Context: an optimization exercise on an open-source flow, tuned for small area, a short achievable clock period and few clock cycles per item. The choices shown serve that exercise and are no tape-out recipe. The RTL of this run was laid out without a check of its function. Power and IR drop assume default switching activity.

--- flow/constraint.sdc ---
create_clock -name core_clock -period 4.0 [get_ports {clk}]
set_input_delay 0.8000 -clock core_clock [delete_from_list [all_inputs] [get_ports {clk}]]
set_output_delay 0.8000 -clock core_clock [all_outputs]
set_load 0.01 [all_outputs]
--- flow/run.sh ---
#!/bin/bash
# synth_recipe.tcl (not shown) runs the flow's synth.tcl, then flattens the netlist and writes it again
# the make line also repeats each setting of config.mk as NAME=value (left out here)
make -C /OpenROAD-flow-scripts/flow DESIGN_CONFIG=/design/flow/config.mk WORK_HOME=/design/flow/orfs CLKGATE_MAP_FILE= SYNTH_SCRIPT=/design/flow/synth_recipe.tcl finish
--- flow/design.v ---
module MUL #(
    parameter WIDTH = 32
) (
    input  [ 0:0] clk,
    input  [ 0:0] rst,
    input  [ 0:0] start,
    input  [31:0] a,
    input  [31:0] b,
    output [63:0] res,
    output [ 0:0] finish
);
reg  [5:0] p;
reg  [32:0] s_q, c_q;         
reg  [7:0] ls_q, lc_q;       
reg         n3_q;             
reg  [31:0] l_q;              
reg  [29:0] h_q;              
reg  [3:0] one_q, two_q, neg_q;  
reg         sgn_q;
wire first = p[0];
wire [32:0] sfb = first ? 33'h100000000 : s_q;
wire [32:0] cfb = first ? 33'h0 : c_q;
wire [32:0] am = {1'b0, a[30:0], 1'b0};    
wire [31:0] pp0;
wire [31:0] pp1;
wire [31:0] pp2;
wire [31:0] pp3;
genvar gj;
generate for (gj = 0; gj < 32; gj = gj + 1) begin : g_pp
    assign pp0[gj] = ((one_q[0] & am[gj+1]) | (two_q[0] & am[gj])) ^ neg_q[0];
    assign pp1[gj] = ((one_q[1] & am[gj+1]) | (two_q[1] & am[gj])) ^ neg_q[1];
    assign pp2[gj] = ((one_q[2] & am[gj+1]) | (two_q[2] & am[gj])) ^ neg_q[2];
    assign pp3[gj] = ((one_q[3] & am[gj+1]) | (two_q[3] & am[gj])) ^ neg_q[3];
end endgenerate
wire fs0;
wire fc0;
wire hs0;
wire hc0;
wire hs1;
wire hc1;
wire fs1;
wire fc1;
wire hs2;
wire hc2;
wire fs2;
wire fc2;
wire hs3;
wire hc3;
wire fs3;
wire fc3;
wire fs4;
wire fc4;
wire fs5;
wire fc5;
wire fs6;
wire fc6;
wire fs7;
wire fc7;
wire fs8;
wire fc8;
wire fs9;
wire fc9;
wire fs10;
wire fc10;
wire fs11;
wire fc11;
wire fs12;
wire fc12;
wire fs13;
wire fc13;
wire fs14;
wire fc14;
wire fs15;
wire fc15;
wire fs16;
wire fc16;
wire fs17;
wire fc17;
wire fs18;
wire fc18;
wire fs19;
wire fc19;
wire fs20;
wire fc20;
wire fs21;
wire fc21;
wire fs22;
wire fc22;
wire fs23;
wire fc23;
wire fs24;
wire fc24;
wire fs25;
wire fc25;
wire fs26;
wire fc26;
wire fs27;
wire fc27;
wire fs28;
wire fc28;
wire fs29;
wire fc29;
wire fs30;
wire fc30;
wire fs31;
wire fc31;
wire fs32;
wire fc32;
wire fs33;
wire fc33;
wire fs34;
wire fc34;
wire fs35;
wire fc35;
wire fs36;
wire fc36;
wire fs37;
wire fc37;
wire fs38;
wire fc38;
wire fs39;
wire fc39;
wire fs40;
wire fc40;
wire fs41;
wire fc41;
wire fs42;
wire fc42;
wire fs43;
wire fc43;
wire fs44;
wire fc44;
wire fs45;
wire fc45;
wire fs46;
wire fc46;
wire fs47;
wire fc47;
wire fs48;
wire fc48;
wire fs49;
wire fc49;
wire fs50;
wire fc50;
wire fs51;
wire fc51;
wire fs52;
wire fc52;
wire fs53;
wire fc53;
wire fs54;
wire fc54;
wire fs55;
wire fc55;
wire fs56;
wire fc56;
wire fs57;
wire fc57;
wire hs4;
wire hc4;
wire fs58;
wire fc58;
wire fs59;
wire fc59;
wire fs60;
wire fc60;
wire fs61;
wire fc61;
wire fs62;
wire fc62;
wire fs63;
wire fc63;
wire fs64;
wire fc64;
wire fs65;
wire fc65;
wire fs66;
wire fc66;
wire fs67;
wire fc67;
wire fs68;
wire fc68;
wire fs69;
wire fc69;
wire fs70;
wire fc70;
wire fs71;
wire fc71;
wire fs72;
wire fc72;
wire fs73;
wire fc73;
wire fs74;
wire fc74;
wire fs75;
wire fc75;
wire fs76;
wire fc76;
wire fs77;
wire fc77;
wire fs78;
wire fc78;
wire fs79;
wire fc79;
wire fs80;
wire fc80;
wire fs81;
wire fc81;
wire fs82;
wire fc82;
wire fs83;
wire fc83;
wire fs84;
wire fc84;
wire fs85;
wire fc85;
wire fs86;
wire fc86;
wire fs87;
wire fc87;
wire fs88;
wire fc88;
wire fs89;
wire fc89;
wire fs90;
wire fc90;
wire fs91;
wire fc91;
wire hs5;
wire hc5;
wire hs6;
wire hc6;
wire fs92;
wire fc92;
wire fs93;
wire fc93;
wire fs94;
wire fc94;
wire fs95;
wire fc95;
wire fs96;
wire fc96;
wire fs97;
wire fc97;
wire fs98;
wire fc98;
wire fs99;
wire fc99;
wire fs100;
wire fc100;
wire fs101;
wire fc101;
wire fs102;
wire fc102;
wire fs103;
wire fc103;
wire fs104;
wire fc104;
wire fs105;
wire fc105;
wire fs106;
wire fc106;
wire fs107;
wire fc107;
wire fs108;
wire fc108;
wire fs109;
wire fc109;
wire fs110;
wire fc110;
wire fs111;
wire fc111;
wire fs112;
wire fc112;
wire fs113;
wire fc113;
wire fs114;
wire fc114;
wire fs115;
wire fc115;
wire fs116;
wire fc116;
wire fs117;
wire fc117;
wire fs118;
wire fc118;
wire fs119;
wire fc119;
wire fs120;
wire fc120;
wire fs121;
wire fc121;
wire fs122;
wire fc122;
wire fs123;
wire fc123;
wire fs124;
wire fc124;
wire fs125;
wire fc125;
wire fs126;
wire fc126;
wire fs127;
wire fc127;
wire hs7;
wire hc7;
assign fs0 = neg_q[0] ^ sfb[0] ^ cfb[0];
assign fc0 = (neg_q[0] ^ sfb[0]) ? cfb[0] : neg_q[0];
assign hs0 = neg_q[1] ^ sfb[2];
assign hc0 = neg_q[1] & sfb[2];
assign hs1 = sfb[3] ^ cfb[3];
assign hc1 = sfb[3] & cfb[3];
assign fs1 = neg_q[2] ^ sfb[4] ^ cfb[4];
assign fc1 = (neg_q[2] ^ sfb[4]) ? cfb[4] : neg_q[2];
assign hs2 = pp0[4] ^ pp1[2];
assign hc2 = pp0[4] & pp1[2];
assign fs2 = sfb[5] ^ cfb[5] ^ pp0[5];
assign fc2 = (sfb[5] ^ cfb[5]) ? pp0[5] : sfb[5];
assign hs3 = pp1[3] ^ pp2[1];
assign hc3 = pp1[3] & pp2[1];
assign fs3 = sfb[6] ^ cfb[6] ^ pp0[6];
assign fc3 = (sfb[6] ^ cfb[6]) ? pp0[6] : sfb[6];
assign fs4 = pp1[4] ^ pp2[2] ^ pp3[0];
assign fc4 = (pp1[4] ^ pp2[2]) ? pp3[0] : pp1[4];
assign fs5 = sfb[7] ^ cfb[7] ^ pp0[7];
assign fc5 = (sfb[7] ^ cfb[7]) ? pp0[7] : sfb[7];
assign fs6 = pp1[5] ^ pp2[3] ^ pp3[1];
assign fc6 = (pp1[5] ^ pp2[3]) ? pp3[1] : pp1[5];
assign fs7 = sfb[8] ^ cfb[8] ^ pp0[8];
assign fc7 = (sfb[8] ^ cfb[8]) ? pp0[8] : sfb[8];
assign fs8 = pp1[6] ^ pp2[4] ^ pp3[2];
assign fc8 = (pp1[6] ^ pp2[4]) ? pp3[2] : pp1[6];
assign fs9 = sfb[9] ^ cfb[9] ^ pp0[9];
assign fc9 = (sfb[9] ^ cfb[9]) ? pp0[9] : sfb[9];
assign fs10 = pp1[7] ^ pp2[5] ^ pp3[3];
assign fc10 = (pp1[7] ^ pp2[5]) ? pp3[3] : pp1[7];
assign fs11 = sfb[10] ^ cfb[10] ^ pp0[10];
assign fc11 = (sfb[10] ^ cfb[10]) ? pp0[10] : sfb[10];
assign fs12 = pp1[8] ^ pp2[6] ^ pp3[4];
assign fc12 = (pp1[8] ^ pp2[6]) ? pp3[4] : pp1[8];
assign fs13 = sfb[11] ^ cfb[11] ^ pp0[11];
assign fc13 = (sfb[11] ^ cfb[11]) ? pp0[11] : sfb[11];
assign fs14 = pp1[9] ^ pp2[7] ^ pp3[5];
assign fc14 = (pp1[9] ^ pp2[7]) ? pp3[5] : pp1[9];
assign fs15 = sfb[12] ^ cfb[12] ^ pp0[12];
assign fc15 = (sfb[12] ^ cfb[12]) ? pp0[12] : sfb[12];
assign fs16 = pp1[10] ^ pp2[8] ^ pp3[6];
assign fc16 = (pp1[10] ^ pp2[8]) ? pp3[6] : pp1[10];
assign fs17 = sfb[13] ^ cfb[13] ^ pp0[13];
assign fc17 = (sfb[13] ^ cfb[13]) ? pp0[13] : sfb[13];
assign fs18 = pp1[11] ^ pp2[9] ^ pp3[7];
assign fc18 = (pp1[11] ^ pp2[9]) ? pp3[7] : pp1[11];
assign fs19 = sfb[14] ^ cfb[14] ^ pp0[14];
assign fc19 = (sfb[14] ^ cfb[14]) ? pp0[14] : sfb[14];
assign fs20 = pp1[12] ^ pp2[10] ^ pp3[8];
assign fc20 = (pp1[12] ^ pp2[10]) ? pp3[8] : pp1[12];
assign fs21 = sfb[15] ^ cfb[15] ^ pp0[15];
assign fc21 = (sfb[15] ^ cfb[15]) ? pp0[15] : sfb[15];
assign fs22 = pp1[13] ^ pp2[11] ^ pp3[9];
assign fc22 = (pp1[13] ^ pp2[11]) ? pp3[9] : pp1[13];
assign fs23 = sfb[16] ^ cfb[16] ^ pp0[16];
assign fc23 = (sfb[16] ^ cfb[16]) ? pp0[16] : sfb[16];
assign fs24 = pp1[14] ^ pp2[12] ^ pp3[10];
assign fc24 = (pp1[14] ^ pp2[12]) ? pp3[10] : pp1[14];
assign fs25 = sfb[17] ^ cfb[17] ^ pp0[17];
assign fc25 = (sfb[17] ^ cfb[17]) ? pp0[17] : sfb[17];
assign fs26 = pp1[15] ^ pp2[13] ^ pp3[11];
assign fc26 = (pp1[15] ^ pp2[13]) ? pp3[11] : pp1[15];
assign fs27 = sfb[18] ^ cfb[18] ^ pp0[18];
assign fc27 = (sfb[18] ^ cfb[18]) ? pp0[18] : sfb[18];
assign fs28 = pp1[16] ^ pp2[14] ^ pp3[12];
assign fc28 = (pp1[16] ^ pp2[14]) ? pp3[12] : pp1[16];
assign fs29 = sfb[19] ^ cfb[19] ^ pp0[19];
assign fc29 = (sfb[19] ^ cfb[19]) ? pp0[19] : sfb[19];
assign fs30 = pp1[17] ^ pp2[15] ^ pp3[13];
assign fc30 = (pp1[17] ^ pp2[15]) ? pp3[13] : pp1[17];
assign fs31 = sfb[20] ^ cfb[20] ^ pp0[20];
assign fc31 = (sfb[20] ^ cfb[20]) ? pp0[20] : sfb[20];
assign fs32 = pp1[18] ^ pp2[16] ^ pp3[14];
assign fc32 = (pp1[18] ^ pp2[16]) ? pp3[14] : pp1[18];
assign fs33 = sfb[21] ^ cfb[21] ^ pp0[21];
assign fc33 = (sfb[21] ^ cfb[21]) ? pp0[21] : sfb[21];
assign fs34 = pp1[19] ^ pp2[17] ^ pp3[15];
assign fc34 = (pp1[19] ^ pp2[17]) ? pp3[15] : pp1[19];
assign fs35 = sfb[22] ^ cfb[22] ^ pp0[22];
assign fc35 = (sfb[22] ^ cfb[22]) ? pp0[22] : sfb[22];
assign fs36 = pp1[20] ^ pp2[18] ^ pp3[16];
assign fc36 = (pp1[20] ^ pp2[18]) ? pp3[16] : pp1[20];
assign fs37 = sfb[23] ^ cfb[23] ^ pp0[23];
assign fc37 = (sfb[23] ^ cfb[23]) ? pp0[23] : sfb[23];
assign fs38 = pp1[21] ^ pp2[19] ^ pp3[17];
assign fc38 = (pp1[21] ^ pp2[19]) ? pp3[17] : pp1[21];
assign fs39 = sfb[24] ^ cfb[24] ^ pp0[24];
assign fc39 = (sfb[24] ^ cfb[24]) ? pp0[24] : sfb[24];
assign fs40 = pp1[22] ^ pp2[20] ^ pp3[18];
assign fc40 = (pp1[22] ^ pp2[20]) ? pp3[18] : pp1[22];
assign fs41 = sfb[25] ^ cfb[25] ^ pp0[25];
assign fc41 = (sfb[25] ^ cfb[25]) ? pp0[25] : sfb[25];
assign fs42 = pp1[23] ^ pp2[21] ^ pp3[19];
assign fc42 = (pp1[23] ^ pp2[21]) ? pp3[19] : pp1[23];
assign fs43 = sfb[26] ^ cfb[26] ^ pp0[26];
assign fc43 = (sfb[26] ^ cfb[26]) ? pp0[26] : sfb[26];
assign fs44 = pp1[24] ^ pp2[22] ^ pp3[20];
assign fc44 = (pp1[24] ^ pp2[22]) ? pp3[20] : pp1[24];
assign fs45 = sfb[27] ^ cfb[27] ^ pp0[27];
assign fc45 = (sfb[27] ^ cfb[27]) ? pp0[27] : sfb[27];
assign fs46 = pp1[25] ^ pp2[23] ^ pp3[21];
assign fc46 = (pp1[25] ^ pp2[23]) ? pp3[21] : pp1[25];
assign fs47 = sfb[28] ^ cfb[28] ^ pp0[28];
assign fc47 = (sfb[28] ^ cfb[28]) ? pp0[28] : sfb[28];
assign fs48 = pp1[26] ^ pp2[24] ^ pp3[22];
assign fc48 = (pp1[26] ^ pp2[24]) ? pp3[22] : pp1[26];
assign fs49 = sfb[29] ^ cfb[29] ^ pp0[29];
assign fc49 = (sfb[29] ^ cfb[29]) ? pp0[29] : sfb[29];
assign fs50 = pp1[27] ^ pp2[25] ^ pp3[23];
assign fc50 = (pp1[27] ^ pp2[25]) ? pp3[23] : pp1[27];
assign fs51 = sfb[30] ^ cfb[30] ^ pp0[30];
assign fc51 = (sfb[30] ^ cfb[30]) ? pp0[30] : sfb[30];
assign fs52 = pp1[28] ^ pp2[26] ^ pp3[24];
assign fc52 = (pp1[28] ^ pp2[26]) ? pp3[24] : pp1[28];
assign fs53 = sfb[31] ^ cfb[31] ^ pp0[31];
assign fc53 = (sfb[31] ^ cfb[31]) ? pp0[31] : sfb[31];
assign fs54 = pp1[29] ^ pp2[27] ^ pp3[25];
assign fc54 = (pp1[29] ^ pp2[27]) ? pp3[25] : pp1[29];
assign fs55 = ~neg_q[0] ^ sfb[32] ^ cfb[32];
assign fc55 = (~neg_q[0] ^ sfb[32]) ? cfb[32] : ~neg_q[0];
assign fs56 = pp1[30] ^ pp2[28] ^ pp3[26];
assign fc56 = (pp1[30] ^ pp2[28]) ? pp3[26] : pp1[30];
assign fs57 = 1'b1 ^ pp1[31] ^ pp2[29];
assign fc57 = (1'b1 ^ pp1[31]) ? pp2[29] : 1'b1;
assign hs4 = pp0[0] ^ lowc[0];
assign hc4 = pp0[0] & lowc[0];
assign fs58 = sfb[1] ^ cfb[1] ^ pp0[1];
assign fc58 = (sfb[1] & cfb[1]) | (sfb[1] & pp0[1]) | (cfb[1] & pp0[1]);
assign fs59 = cfb[2] ^ pp0[2] ^ pp1[0];
assign fc59 = (cfb[2] & pp0[2]) | (cfb[2] & pp1[0]) | (pp0[2] & pp1[0]);
assign fs60 = pp0[3] ^ pp1[1] ^ hc0;
assign fc60 = (pp0[3] & pp1[1]) | (pp0[3] & hc0) | (pp1[1] & hc0);
assign fs61 = pp2[0] ^ hc1 ^ hs2;
assign fc61 = (pp2[0] & hc1) | (pp2[0] & hs2) | (hc1 & hs2);
assign fs62 = hc2 ^ hs3 ^ fc1;
assign fc62 = (hc2 & hs3) | (hc2 & fc1) | (hs3 & fc1);
assign fs63 = hc3 ^ fc2 ^ fs3;
assign fc63 = (hc3 & fc2) | (hc3 & fs3) | (fc2 & fs3);
assign fs64 = fc3 ^ fc4 ^ fs5;
assign fc64 = (fc3 & fc4) | (fc3 & fs5) | (fc4 & fs5);
assign fs65 = fc5 ^ fc6 ^ fs7;
assign fc65 = (fc5 & fc6) | (fc5 & fs7) | (fc6 & fs7);
assign fs66 = fc7 ^ fc8 ^ fs9;
assign fc66 = (fc7 & fc8) | (fc7 & fs9) | (fc8 & fs9);
assign fs67 = fc9 ^ fc10 ^ fs11;
assign fc67 = (fc9 & fc10) | (fc9 & fs11) | (fc10 & fs11);
assign fs68 = fc11 ^ fc12 ^ fs13;
assign fc68 = (fc11 & fc12) | (fc11 & fs13) | (fc12 & fs13);
assign fs69 = fc13 ^ fc14 ^ fs15;
assign fc69 = (fc13 & fc14) | (fc13 & fs15) | (fc14 & fs15);
assign fs70 = fc15 ^ fc16 ^ fs17;
assign fc70 = (fc15 & fc16) | (fc15 & fs17) | (fc16 & fs17);
assign fs71 = fc17 ^ fc18 ^ fs19;
assign fc71 = (fc17 & fc18) | (fc17 & fs19) | (fc18 & fs19);
assign fs72 = fc19 ^ fc20 ^ fs21;
assign fc72 = (fc19 & fc20) | (fc19 & fs21) | (fc20 & fs21);
assign fs73 = fc21 ^ fc22 ^ fs23;
assign fc73 = (fc21 & fc22) | (fc21 & fs23) | (fc22 & fs23);
assign fs74 = fc23 ^ fc24 ^ fs25;
assign fc74 = (fc23 & fc24) | (fc23 & fs25) | (fc24 & fs25);
assign fs75 = fc25 ^ fc26 ^ fs27;
assign fc75 = (fc25 & fc26) | (fc25 & fs27) | (fc26 & fs27);
assign fs76 = fc27 ^ fc28 ^ fs29;
assign fc76 = (fc27 & fc28) | (fc27 & fs29) | (fc28 & fs29);
assign fs77 = fc29 ^ fc30 ^ fs31;
assign fc77 = (fc29 & fc30) | (fc29 & fs31) | (fc30 & fs31);
assign fs78 = fc31 ^ fc32 ^ fs33;
assign fc78 = (fc31 & fc32) | (fc31 & fs33) | (fc32 & fs33);
assign fs79 = fc33 ^ fc34 ^ fs35;
assign fc79 = (fc33 & fc34) | (fc33 & fs35) | (fc34 & fs35);
assign fs80 = fc35 ^ fc36 ^ fs37;
assign fc80 = (fc35 & fc36) | (fc35 & fs37) | (fc36 & fs37);
assign fs81 = fc37 ^ fc38 ^ fs39;
assign fc81 = (fc37 & fc38) | (fc37 & fs39) | (fc38 & fs39);
assign fs82 = fc39 ^ fc40 ^ fs41;
assign fc82 = (fc39 & fc40) | (fc39 & fs41) | (fc40 & fs41);
assign fs83 = fc41 ^ fc42 ^ fs43;
assign fc83 = (fc41 & fc42) | (fc41 & fs43) | (fc42 & fs43);
assign fs84 = fc43 ^ fc44 ^ fs45;
assign fc84 = (fc43 & fc44) | (fc43 & fs45) | (fc44 & fs45);
assign fs85 = fc45 ^ fc46 ^ fs47;
assign fc85 = (fc45 & fc46) | (fc45 & fs47) | (fc46 & fs47);
assign fs86 = fc47 ^ fc48 ^ fs49;
assign fc86 = (fc47 & fc48) | (fc47 & fs49) | (fc48 & fs49);
assign fs87 = fc49 ^ fc50 ^ fs51;
assign fc87 = (fc49 & fc50) | (fc49 & fs51) | (fc50 & fs51);
assign fs88 = fc51 ^ fc52 ^ fs53;
assign fc88 = (fc51 & fc52) | (fc51 & fs53) | (fc52 & fs53);
assign fs89 = fc53 ^ fc54 ^ fs55;
assign fc89 = (fc53 & fc54) | (fc53 & fs55) | (fc54 & fs55);
assign fs90 = pp3[27] ^ fc55 ^ fc56;
assign fc90 = (pp3[27] & fc55) | (pp3[27] & fc56) | (fc55 & fc56);
assign fs91 = ~neg_q[1] ^ pp2[30] ^ pp3[28];
assign fc91 = (~neg_q[1] & pp2[30]) | (~neg_q[1] & pp3[28]) | (pp2[30] & pp3[28]);
assign hs5 = 1'b1 ^ pp2[31];
assign hc5 = 1'b1 & pp2[31];
assign hs6 = lowc[1] ^ fs0;
assign hc6 = lowc[1] & fs0;
assign fs92 = fc0 ^ fs58 ^ hc4;
assign fc92 = (fc0 ^ fs58) ? hc4 : fc0;
assign fs93 = hs0 ^ fc58 ^ fs59;
assign fc93 = (hs0 ^ fc58) ? fs59 : hs0;
assign fs94 = hs1 ^ fc59 ^ fs60;
assign fc94 = (hs1 ^ fc59) ? fs60 : hs1;
assign fs95 = fs1 ^ fc60 ^ fs61;
assign fc95 = (fs1 ^ fc60) ? fs61 : fs1;
assign fs96 = fs2 ^ fc61 ^ fs62;
assign fc96 = (fs2 ^ fc61) ? fs62 : fs2;
assign fs97 = fs4 ^ fc62 ^ fs63;
assign fc97 = (fs4 ^ fc62) ? fs63 : fs4;
assign fs98 = fs6 ^ fc63 ^ fs64;
assign fc98 = (fs6 ^ fc63) ? fs64 : fs6;
assign fs99 = fs8 ^ fc64 ^ fs65;
assign fc99 = (fs8 ^ fc64) ? fs65 : fs8;
assign fs100 = fs10 ^ fc65 ^ fs66;
assign fc100 = (fs10 ^ fc65) ? fs66 : fs10;
assign fs101 = fs12 ^ fc66 ^ fs67;
assign fc101 = (fs12 ^ fc66) ? fs67 : fs12;
assign fs102 = fs14 ^ fc67 ^ fs68;
assign fc102 = (fs14 ^ fc67) ? fs68 : fs14;
assign fs103 = fs16 ^ fc68 ^ fs69;
assign fc103 = (fs16 ^ fc68) ? fs69 : fs16;
assign fs104 = fs18 ^ fc69 ^ fs70;
assign fc104 = (fs18 ^ fc69) ? fs70 : fs18;
assign fs105 = fs20 ^ fc70 ^ fs71;
assign fc105 = (fs20 ^ fc70) ? fs71 : fs20;
assign fs106 = fs22 ^ fc71 ^ fs72;
assign fc106 = (fs22 ^ fc71) ? fs72 : fs22;
assign fs107 = fs24 ^ fc72 ^ fs73;
assign fc107 = (fs24 ^ fc72) ? fs73 : fs24;
assign fs108 = fs26 ^ fc73 ^ fs74;
assign fc108 = (fs26 ^ fc73) ? fs74 : fs26;
assign fs109 = fs28 ^ fc74 ^ fs75;
assign fc109 = (fs28 ^ fc74) ? fs75 : fs28;
assign fs110 = fs30 ^ fc75 ^ fs76;
assign fc110 = (fs30 ^ fc75) ? fs76 : fs30;
assign fs111 = fs32 ^ fc76 ^ fs77;
assign fc111 = (fs32 ^ fc76) ? fs77 : fs32;
assign fs112 = fs34 ^ fc77 ^ fs78;
assign fc112 = (fs34 ^ fc77) ? fs78 : fs34;
assign fs113 = fs36 ^ fc78 ^ fs79;
assign fc113 = (fs36 ^ fc78) ? fs79 : fs36;
assign fs114 = fs38 ^ fc79 ^ fs80;
assign fc114 = (fs38 ^ fc79) ? fs80 : fs38;
assign fs115 = fs40 ^ fc80 ^ fs81;
assign fc115 = (fs40 ^ fc80) ? fs81 : fs40;
assign fs116 = fs42 ^ fc81 ^ fs82;
assign fc116 = (fs42 ^ fc81) ? fs82 : fs42;
assign fs117 = fs44 ^ fc82 ^ fs83;
assign fc117 = (fs44 ^ fc82) ? fs83 : fs44;
assign fs118 = fs46 ^ fc83 ^ fs84;
assign fc118 = (fs46 ^ fc83) ? fs84 : fs46;
assign fs119 = fs48 ^ fc84 ^ fs85;
assign fc119 = (fs48 ^ fc84) ? fs85 : fs48;
assign fs120 = fs50 ^ fc85 ^ fs86;
assign fc120 = (fs50 ^ fc85) ? fs86 : fs50;
assign fs121 = fs52 ^ fc86 ^ fs87;
assign fc121 = (fs52 ^ fc86) ? fs87 : fs52;
assign fs122 = fs54 ^ fc87 ^ fs88;
assign fc122 = (fs54 ^ fc87) ? fs88 : fs54;
assign fs123 = fs56 ^ fs89 ^ fc88;
assign fc123 = (fs56 ^ fs89) ? fc88 : fs56;
assign fs124 = fs57 ^ fc89 ^ fs90;
assign fc124 = (fs57 ^ fc89) ? fs90 : fs57;
assign fs125 = fc57 ^ fs91 ^ fc90;
assign fc125 = (fc57 ^ fs91) ? fc90 : fc57;
assign fs126 = pp3[29] ^ hs5 ^ fc91;
assign fc126 = (pp3[29] ^ hs5) ? fc91 : pp3[29];
assign fs127 = ~neg_q[2] ^ pp3[30] ^ hc5;
assign fc127 = (~neg_q[2] ^ pp3[30]) ? hc5 : ~neg_q[2];
assign hs7 = 1'b1 ^ pp3[31];
assign hc7 = 1'b1 & pp3[31];
wire [32:0] s_t = {1'b0, 1'b1, hc7, fc127, fc126, fc125, fc124, fc123, fc122, fc121, fc120, fc119, fc118, fc117, fc116, fc115, fc114, fc113, fc112, fc111, fc110, fc109, fc108, fc107, fc106, fc105, fc104, fc103, fc102, fc101, fc100, fc99, fc98};
wire [32:0] c_t = {1'b0, 1'b0, ~neg_q[3], hs7, fs127, fs126, fs125, fs124, fs123, fs122, fs121, fs120, fs119, fs118, fs117, fs116, fs115, fs114, fs113, fs112, fs111, fs110, fs109, fs108, fs107, fs106, fs105, fs104, fs103, fs102, fs101, fs100, fs99};
wire [7:0] ls_t = {fc97, fc96, fc95, fc94, fc93, fc92, hc6, hs6};
wire [7:0] lc_t = {fs98, fs97, fs96, fs95, fs94, fs93, fs92, hs4};
wire [8:0] u = {1'b0, ls_q} + {1'b0, lc_q};
wire [7:0] low = {u[7] ^ (u[6] & n3_q), u[6] ^ n3_q, u[5:0]};
wire [1:0] lowc = {u[7] & u[6] & n3_q, u[8]} & {2{~first}};
wire [37:0] fin = {s_q[29:0], ls_q} + {c_q[29:0], lc_q};
wire [32:0] bm = {1'b0, b[30:0], 1'b0};    
wire [8:0] w0 = bm[8:0];
wire [8:0] w1 = bm[16:8];
wire [8:0] w2 = bm[24:16];
wire [8:0] w3 = bm[32:24];
wire [8:0] wn = ({9{~|p[2:0]}} & w0) |
                  ({9{p[0]}} & w1) |
                  ({9{p[1]}} & w2) |
                  ({9{p[2]}} & w3);
wire [3:0] one_n, two_n, neg_n;
generate for (gj = 0; gj < 4; gj = gj + 1) begin : g_enc
    assign one_n[gj] = wn[2*gj+1] ^ wn[2*gj];
    assign two_n[gj] = (wn[2*gj+2] & ~wn[2*gj+1] & ~wn[2*gj]) | (~wn[2*gj+2] & wn[2*gj+1] & wn[2*gj]);
    assign neg_n[gj] = wn[2*gj+2];
end endgenerate
always @(posedge clk) begin
    if (rst)
        p <= 6'b0;
    else
        p <= {p[4:0], start};
    one_q <= one_n;
    two_q <= two_n;
    neg_q <= neg_n;
    s_q   <= s_t;
    c_q   <= c_t;
    ls_q  <= ls_t;
    lc_q  <= lc_t;
    n3_q  <= neg_q[3];
    l_q   <= {low[7:0], l_q[31:8]};
    h_q   <= fin[37:8];
    sgn_q <= a[31] ^ b[31];
end
assign finish = p[5];
assign res = {sgn_q, 1'b0, h_q, l_q};
endmodule
--- flow/config.mk ---
export PLATFORM = sky130hd
export DESIGN_NAME = MUL
export DESIGN_NICKNAME = MUL
export VERILOG_FILES = /design/flow/design.v
export SDC_FILE = /design/flow/constraint.sdc
export NUM_CORES = 4
export LEC_CHECK = 0
export CAP_MARGIN = 20
export CORE_MARGIN = 2
export CORE_UTILIZATION = 40
export CTS_BUF_LIST = sky130_fd_sc_hd__clkbuf_8
export SETUP_SLACK_MARGIN = 1.4
export SLEW_MARGIN = 20
==> impl_metrics.json <==
{
  "grt_pass1_vias": 9659,
  "io_pins": 132,
  "ys_types": 75,
  "syn_area_per_cell_um2": 8.92,
  "async_reset_ff_share_pct": 0,
  "path_cells": "dlygate4sd2_1 > a22oi_1 > xnor2_1 > maj3_1 > fa_1 > maj3_1",
  "ys_ff_latch": 160,
  "cts_buffer_depth": 2,
  "ant_nets": 0,
  "die_width_um": 178,
  "period_share_pct": 62.6,
  "ir_worst_vdd_v": 0.000361,
  "worst-path-buf-inv": 1,
  "first_pass_iters": 5,
  "drt-wirelength-per-cell_um": 17.8,
  "synth_area_mm2": 0.0121,
  "ff2ff_path_depth": 6,
  "drive_above_1_share_pct": 6.44,
  "vias": 10012,
  "finalSetupTns_ns": 0,
  "end_kind": "flop",
  "synthesis.nets": 1508,
  "cts_made_buffers": 17,
  "power-per-cell-area_mw_per_mm2": 1150,
  "cts_tree": "yes",
  "hold_ws_ns": 0.351,
  "crit_required_ns": 4.38,
  "cp_top_family": "adder cells",
  "p_leak_uw": 0.00526,
  "crit_path_top_delay_cell": "fa_1",
  "cp_common_cell": "maj3_1",
  "ff2ff_setup_slack_ns": 1.51,
  "clock.fmax_mhz": 399,
  "crit_cells": 6,
  "grt_max_degree": 47,
  "synth-warning-count": 1,
  "ys.flop_type": "dfxtp_1",
  "slowest_delay_ns": 0.51,
  "finalWirelength_um": 32600,
  "status": "no timing/DRC/antenna violations",
  "cts-root-buf": "clkbuf_8",
  "synth-edff-count": 0,
  "fin_crit_ns": 2.50,
  "grt_usage_pct": 21.0,
  "startpoint": "a[18]",
  "worstPathArrival_ns": 2.88,
  "cts.sinks": 160,
  "avgViaCountPerCell": 5.46,
  "nNetsFinal": 1579,
  "clk_latency_ns": 0.50,
  "core_mm2": 0.0297,
  "rsz0062_at_grt": "yes",
  "die-area_mm2": 0.0317,
  "report.final.hold_viol_count": 0,
  "rows": 63,
  "synthCells": 1359,
  "cp-endpoint": "s_q[15]",
  "setup_viol": 0,
  "grt_pass1_wl_um": 51900,
  "timing.slew.headroom_pct": 53.0,
  "drtIter0Drc": 727,
  "cts_hold_buf": 0,
  "clk_pin_slew_ns": 0.10,
  "port-buffer-count": 130,
  "dp.cells": 1796,
  "startpoint_type": "input pin",
  "die_y_um": 178,
  "cap_violations": 0,
  "start_util_pct": 40.8,
  "htree_levels": 4,
  "worstSetupPathType": "input pin to flop",
  "antenna_found_initial": 2,
  "hold_class": "flop to flop",
  "gp_congestion": 0.870,
  "worst_pin_slew_ns": 0.702,
  "r2r-start": "two_q[1]",
  "drv_slew": 0,
  "antennaDiodeCount": 0,
  "syn2layout_area_growth_pct": 17.0,
  "yosysSeqAreaShare_pct": 26.4,
  "r2r_end": "s_q[11]",
  "dp_hpwl_um": 24900,
  "grt_overflow": 0,
  "drc": 0,
  "crit_path_max_fanout": 8,
  "skew_ns": 0.00831,
  "fillCellCount": 2811,
  "fin_cells": 1833
}
[synth_stat cells (5+ instances only)]
library cell / instances / area, um^2
a211oi_1: 5 / 37.5
a21o_1: 19 / 143
a21oi_1: 76 / 380
a221o_1: 8 / 80.1
a22oi_1: 120 / 901
a31oi_1: 7 / 43.8
and2_1: 6 / 37.5
buf_1: 11 / 41.3
buf_2: 27 / 135
clkbuf_1: 58 / 218
dfxtp_1: 160 / 3200
fa_1: 35 / 701
ha_1: 47 / 588
inv_1: 18 / 67.6
maj3_1: 57 / 571
nand2_1: 123 / 462
nand3_1: 12 / 60.1
nand3b_1: 5 / 37.5
nand4_1: 10 / 62.6
nor2_1: 31 / 116
nor2b_1: 10 / 62.6
nor3_1: 14 / 70.1
o211ai_1: 9 / 67.6
o21a_1: 8 / 60.1
o21ai_0: 54 / 270
o21ai_1: 9 / 45.0
xnor2_1: 290 / 2540
xor2_1: 51 / 447
[cells in the final DEF, fill, tap and decap left out, drive strengths merged, types with 4 or more instances in the layout]
cell           instances
a2111oi                6
a211oi                 5
a21o                  19
a21oi                 80
a221o                  8
a22oi                120
a31oi                  7
and2                   6
and3                   4
buf                   22
clkbuf                18
clkdlybuf4s15          4
clkdlybuf4s50         99
dfxtp                160
dlygate4sd2           27
fa                    35
ha                    47
inv                   27
maj3                  57
nand2                123
nand2b                 4
nand3                 12
nand3b                 5
nand4                 10
nor2                  31
nor2b                 10
nor3                  14
o211ai                 9
o21a                   8
o21ai                 63
o22ai                  4
xnor2                290
xor2                  51
[cells by family after synthesis]
| family | after synthesis | synth area share, % |
|---|---|---|
| AO/OA/AOI/OAI | 359 | 20.1 |
| XOR/XNOR | 341 | 24.6 |
| AND/OR/NAND/NOR | 236 | 9.04 |
| flip-flops | 160 | 26.4 |
| adder cells (fa/ha/maj) | 139 | 15.3 |
| buffers and inverters | 119 | 4.12 |
| multiplexers | 4 | 0.351 |
| other | 1 | 0.0309 |
[per-layer routing]
layer  part of all wire, %  GRT usage [%]  up-vias
met1                    49           29.7     4753
met3                   5.8           4.03       37
met5                 0.040              0        -
met4                   1.6           6.32        2
met2                    44           32.2      320
li1                      -              -     4900
[worst min-delay path by stage]
| stage | from | endpoint | slack (ns) | cells after the start |
|---|---|---|---|---|
| floorplan | neg_q[3] | n3_q | 0.33 | 0 |
| global placement | l_q[24] | l_q[16] | 0.33 | 0 |
| detailed placement | l_q[17] | l_q[9] | 0.34 | 0 |
| CTS | l_q[17] | l_q[9] | 0.36 | 0 |
| global route | l_q[25] | l_q[17] | 0.36 | 0 |
| finish | l_q[25] | l_q[17] | 0.35 | 0 |
[registers in the layout (all words and copies together), names as in the netlist, 6 cells and up]
| signal | flops |
|---|---|
| p | 6 |
| l_q | 32 |
| h_q | 30 |
| lc_q | 8 |
| ls_q | 8 |
| c_q | 31 |
| s_q | 31 |
[per-stage QoR]
step,setup WS [ns],utilization (%),area [um^2],total power (uW)
after global routing,1.40,47.7,14200,17700
final,1.50,47.7,14200,16300
after detailed placement,0.722,45.8,13600,14700
after global placement,0.705,45.8,13600,14500
after CTS,1.38,47.3,14100,16100
after floorplan,1.40,-,12200,11900
[layout make-up]
type | count | area, um^2 | share of cell area [%]
inverters | 19 | 71.3 | 0.503
clock buffers | 18 | 248 | 1.75
clock inverters | 14 | 189 | 1.33
flip-flops and latches | 160 | 3210 | 22.7
well taps | 390 | 488 | 3.44
repair buffers | 152 | 1450 | 10.2
multi-input cells | 1080 | 8530 | 60.1
[power by group]
group | total (uW) | switching [uW] | internal [uW]
clock network | 1330 | 726 | 606
logic | 11700 | 6060 | 5680
registers | 3210 | 632 | 2580
total | 16300 | 7420 | 8860
[what timing repair did]
action | in CTS | in global routing
pin swaps | 3 | 5
buffers inserted | 2 | 3
setup endpoints to repair | 60 | 47
cloned | 0 | 0
resized for setup | 41 | 32
